What follows belongs to an exercise in optimizing a design on an open flow for small area; a production flow would make more cautious choices. Function was checked by simulation only, so behaviour that the tests miss may differ from the original. Power and IR drop assume default switching activity.

==> build 23: inputs <==
==> flow/design.v <==
module PWM(
input PCLK,
input PRESERN,  
input PSEL,  
input PENABLE,  
output wire PREADY,  
output wire PSLVERR,  
input PWRITE,  
input [31:0] PADDR,  
input wire [31:0] PWDATA,  
output wire [31:0] PRDATA,  
output reg power,
output reg pitch,
output reg yaw
);
reg [31:0] motorduty_cycle;
reg [31:0] motorpwm_count; 
reg [31:0] yawduty_cycle;
reg [31:0] yawpwm_count;
reg [31:0] pitchduty_cycle;
reg [31:0] pitchpwm_count;
wire power_write_enable = (PENABLE && PWRITE && PADDR[3:0] == 'h0);
wire yaw_write_enable = (PENABLE && PWRITE && PADDR[3:0] == 'h4);
wire pitch_write_enable = (PENABLE && PWRITE && PADDR[3:0] == 'h8);
assign PSLVERR = 0;
assign PREADY = 1;
assign PRDATA = 0;
always @(posedge PCLK)
begin
	if (!PRESERN)
	begin
		motorpwm_count <= 0;
		motorduty_cycle <= 0;
		power <= 0;
	end
	else
	begin
	if (motorpwm_count >= 1000000)
		motorpwm_count <= 0;
	else 
		motorpwm_count <= motorpwm_count + 1;
	if (power_write_enable)
		motorduty_cycle <= PWDATA;
	if (motorpwm_count >= motorduty_cycle)
		power <= 0;
	else
		power <= 1;
	end
end
always @(posedge PCLK)
begin
	if (!PRESERN)
	begin
		yawpwm_count <= 0;
		yawduty_cycle <= 0;
		yaw <= 0;
	end
	else
	begin
	if (yawpwm_count >= 2000000)
		yawpwm_count <= 0;
	else
		yawpwm_count <= yawpwm_count + 1;
	if (yaw_write_enable)
		yawduty_cycle <= PWDATA;
	if (yawpwm_count >= yawduty_cycle)
		yaw <= 0;
	else
		yaw <= 1;
	end
end
always @(posedge PCLK)
begin
	if (!PRESERN)
	begin
		pitchpwm_count <= 0;
		pitchduty_cycle <= 0;
		pitch <= 0;
	end
	else
	begin
	if (pitchpwm_count >= 2000000)
		pitchpwm_count <= 0;
	else
		pitchpwm_count <= pitchpwm_count + 1;
	if (pitch_write_enable)
		pitchduty_cycle <= PWDATA;
	if (pitchpwm_count >= pitchduty_cycle)
		pitch <= 0;
	else
		pitch <= 1;
	end
end
endmodule
==> flow/run.sh <==
#!/bin/bash
# synth_recipe.tcl (not shown) runs the flow's synth.tcl, then flattens the netlist and writes it again
# the make line also repeats each setting of config.mk as NAME=value (left out here)
make -C /OpenROAD-flow-scripts/flow DESIGN_CONFIG=/design/flow/config.mk WORK_HOME=/design/flow/orfs CLKGATE_MAP_FILE= SYNTH_SCRIPT=/design/flow/synth_recipe.tcl finish
==> flow/config.mk <==
export PLATFORM = sky130hd
export DESIGN_NAME = PWM
export DESIGN_NICKNAME = PWM
export VERILOG_FILES = /design/flow/design.v
export SDC_FILE = /design/flow/constraint.sdc
export NUM_CORES = 4
export LEC_CHECK = 0
export CAP_MARGIN = 20
export CORE_MARGIN = 2
export CORE_UTILIZATION = 40
export PLACE_DENSITY = 0.6
export SLEW_MARGIN = 20
==> flow/constraint.sdc <==
create_clock -name core_clock -period 4.0 [get_ports {PCLK}]
set_input_delay 0.8000 -clock core_clock [delete_from_list [all_inputs] [get_ports {PCLK}]]
set_output_delay 0.8000 -clock core_clock [all_outputs]
set_load 0.01 [all_outputs]
==> trial 5: changes against build 23 <==
==> flow/design.v, changed modules only <==
module PWM(
input PCLK,
input PRESERN,  
input PSEL,  
input PENABLE,  
output wire PREADY,  
output wire PSLVERR,  
input PWRITE,  
input [31:0] PADDR,  
input wire [31:0] PWDATA,  
output wire [31:0] PRDATA,  
output reg power,
output reg pitch,
output reg yaw
);
assign PSLVERR = 0;
assign PREADY = 1;
assign PRDATA = 0;
wire wr = PENABLE & PWRITE;
wire power_write_enable = wr & (PADDR[3:0] == 4'h0);
wire yaw_write_enable   = wr & (PADDR[3:0] == 4'h4);
wire pitch_write_enable = wr & (PADDR[3:0] == 4'h8);
wire big = |PWDATA[31:21];
wire [20:0] nload = ~({21{PRESERN}} & (PWDATA[20:0] | {21{big}}));
reg [19:0] mcnt;
reg [20:0] ycnt;
wire mwrap = &(mcnt | ~20'hF4240);
wire ywrap = &(ycnt | ~21'h1E8480);
localparam [19:0] MCLR = 20'hF4241;
localparam [20:0] YCLR = 21'h1E8481;
reg [20:0] mt;
reg [21:0] yt;
reg [19:0] mnext;
reg [20:0] ynext;
integer i;
always @* begin
	mt[0] = 1'b1;
	for (i = 0; i < 20; i = i + 1) begin
		mt[i+1] = mt[i] & mcnt[i];
		mnext[i] = PRESERN & ~(MCLR[i] & mwrap) & ~mt[i+1] & (mcnt[i] | mt[i]);
	end
	yt[0] = 1'b1;
	for (i = 0; i < 21; i = i + 1) begin
		yt[i+1] = yt[i] & ycnt[i];
		ynext[i] = PRESERN & ~(YCLR[i] & ywrap) & ~yt[i+1] & (ycnt[i] | yt[i]);
	end
end
always @(posedge PCLK) begin
	mcnt <= mnext;
	ycnt <= ynext;
end
function lt21(input [20:0] c, input [20:0] nd);
	integer i;
	reg k;
	begin
		k = 1'b1;
		for (i = 0; i < 21; i = i + 1)
			k = (c[i] & nd[i]) | ((c[i] | nd[i]) & k);
		lt21 = ~k;
	end
endfunction
reg [20:0] mnduty, ynduty, pnduty;   
always @(posedge PCLK) begin
	if (power_write_enable || !PRESERN) mnduty <= nload;
	if (yaw_write_enable   || !PRESERN) ynduty <= nload;
	if (pitch_write_enable || !PRESERN) pnduty <= nload;
end
always @(posedge PCLK) begin
	power <= PRESERN & lt21({1'b0, mcnt}, mnduty);
	yaw   <= PRESERN & lt21(ycnt, ynduty);
	pitch <= PRESERN & lt21(ycnt, pnduty);
end
endmodule
==> flow/flow/run.sh (new file) <==
#!/bin/bash
# Own layout flow: the standard ORFS flow (standard.sh), with these changes to how the
# layout is made:
#  * synthesis is the standard script, but the ABC step maps the combinational logic
#    with an area-oriented script (flow/area.abc) instead of ORFS's speed script;
#    registers, their names and cell types are untouched (mapped before ABC runs);
#  * the port buffers that ORFS inserts on every input and output use the smallest
#    buffer cell (buf_1) instead of the default choice;
#  * clock tree synthesis uses smaller clock buffers and no dummy loads.
# Each tool's output goes to its own log in this folder (ORFS keeps per-step logs under orfs/logs).
set -euo pipefail
cd "$(dirname "$0")/.."
W=$PWD
ABC_SCRIPT=$W/flow/area.abc

{
  echo 'proc synth {args} { yosys synth -nofsm -noshare {*}$args }'
  cat <<TCL
proc abc {args} {
  set i [lsearch -exact \$args -script]
  if { \$i >= 0 } { set args [lreplace \$args [expr {\$i+1}] [expr {\$i+1}] {$ABC_SCRIPT}] }
  puts "area abc: \$args"
  yosys abc {*}\$args
}
TCL
  tail -n +2 synth_recipe.tcl
} > own_synth.tcl

export BUFFER_PORTS_ARGS="-buffer_cell sky130_fd_sc_hd__buf_1"
export CTS_ARGS="-sink_clustering_enable -repair_clock_nets -dont_use_dummy_load -buf_list {sky130_fd_sc_hd__clkbuf_8}"
bash standard.sh SYNTH_SCRIPT=$W/own_synth.tcl finish > make_flow.log 2>&1
==> flow/flow/area.abc (new file) <==
strash
&get -n
&st
&syn2
&dch -f
&nf -a
&put
topo
==> flow/standard.sh (new file) <==
#!/bin/bash
# synth_recipe.tcl (not shown) runs the flow's synth.tcl, then flattens the netlist and writes it again
# the make line also repeats each setting of config.mk as NAME=value (left out here)
make -C /OpenROAD-flow-scripts/flow DESIGN_CONFIG=/design/flow/config.mk WORK_HOME=/design/flow/orfs CLKGATE_MAP_FILE= SYNTH_SCRIPT=/design/flow/synth_recipe.tcl "${@:-finish}"
Settings changed: CAP_MARGIN 20 to 0, SLEW_MARGIN 20 to 0.
removed: flow/run.sh
==> trial 55: changes against build 23 <==
==> flow/design.v, changed modules only <==
module PWM(
input PCLK,
input PRESERN,  
input PSEL,  
input PENABLE,  
output wire PREADY,  
output wire PSLVERR,  
input PWRITE,  
input [31:0] PADDR,  
input wire [31:0] PWDATA,  
output wire [31:0] PRDATA,  
output reg power,
output reg pitch,
output reg yaw
);
assign PSLVERR = 0;
assign PREADY = 1;
assign PRDATA = 0;
wire wr = PENABLE & PWRITE;
wire power_write_enable = wr & (PADDR[3:0] == 4'h0);
wire yaw_write_enable   = wr & (PADDR[3:0] == 4'h4);
wire pitch_write_enable = wr & (PADDR[3:0] == 4'h8);
wire big21 = |PWDATA[31:21];
wire big20 = big21 | PWDATA[20];
reg [19:0] mcnt;
reg [20:0] ycnt;
wire mwrap = &(mcnt | ~20'hF4240);
wire ywrap = &(ycnt | ~21'h1E8480);
always @(posedge PCLK) begin
	if (!PRESERN || mwrap)
		mcnt <= 0;
	else
		mcnt <= mcnt + 1'b1;
	if (!PRESERN || ywrap)
		ycnt <= 0;
	else
		ycnt <= ycnt + 1'b1;
end
reg [19:0] mduty;
reg [20:0] yduty, pduty;
reg mbig, ybig, pbig;
reg mvalid, yvalid, pvalid;
always @(posedge PCLK) begin
	if (power_write_enable) begin
		mduty <= PWDATA[19:0];
		mbig  <= big20;
	end
	if (yaw_write_enable) begin
		yduty <= PWDATA[20:0];
		ybig  <= big21;
	end
	if (pitch_write_enable) begin
		pduty <= PWDATA[20:0];
		pbig  <= big21;
	end
end
always @(posedge PCLK) begin
	if (!PRESERN) begin
		mvalid <= 0;
		yvalid <= 0;
		pvalid <= 0;
		power <= 0;
		yaw <= 0;
		pitch <= 0;
	end else begin
		if (power_write_enable) mvalid <= 1;
		if (yaw_write_enable)   yvalid <= 1;
		if (pitch_write_enable) pvalid <= 1;
		power <= mvalid & (mbig | (mcnt < mduty));
		yaw   <= yvalid & (ybig | (ycnt < yduty));
		pitch <= pvalid & (pbig | (ycnt < pduty));
	end
end
endmodule
==> summary of the runs <==
Sequential share of layout area: trial 5 > trial 55 > build 23. In trial 5 the synthesized cell count is smaller than in build 23, by about 70%. Clock power, lowest first: trial 5, trial 55, build 23. Of trial 55 and trial 5, trial 5 has the higher critical path depth (gap 6). Combinational power is about the same in trial 5 and trial 55.

port drivers added, routing unchanged:
Ports are ideal in the flow. The routed layouts listed here were re-timed in OpenROAD.
Step 1 assumes that a clkbuf_16 drives the clock port and a buf_2 every other input.
Step 2, shift: input delay + t, output delay - t, t = (earliest + latest rising clock arrival at the registers) / 2. This alone moves slack from input paths to output paths.
Slacks: no drivers / after step 1 / after step 2; pairs: no drivers / after step 1.
| run | t, ns | setup slack, ns | worst hold slack (ns) | worst setup path after step 2 | slew at the worst register clock pin (ns) |
|---|---|---|---|---|---|
| build 23 | 0.481 | 1.795 / 1.795 / 1.436 | 0.452 / 0.452 / 0.452 | input to register | 0.07 / 0.07 |
| trial 5 | 0.380 | 0.922 / 0.922 / 0.922 | 0.501 / 0.501 / 0.501 | register to register | 0.10 / 0.10 |
| trial 55 | 0.382 | 1.949 / 1.964 / 1.582 | 0.452 / 0.452 / 0.452 | input to register | 0.07 / 0.07 |
After both steps setup and hold are still met in every run listed. The setup slack of trial 55, which loses most, moves by +0.015 ns with the drivers and by -0.367 ns with both steps.
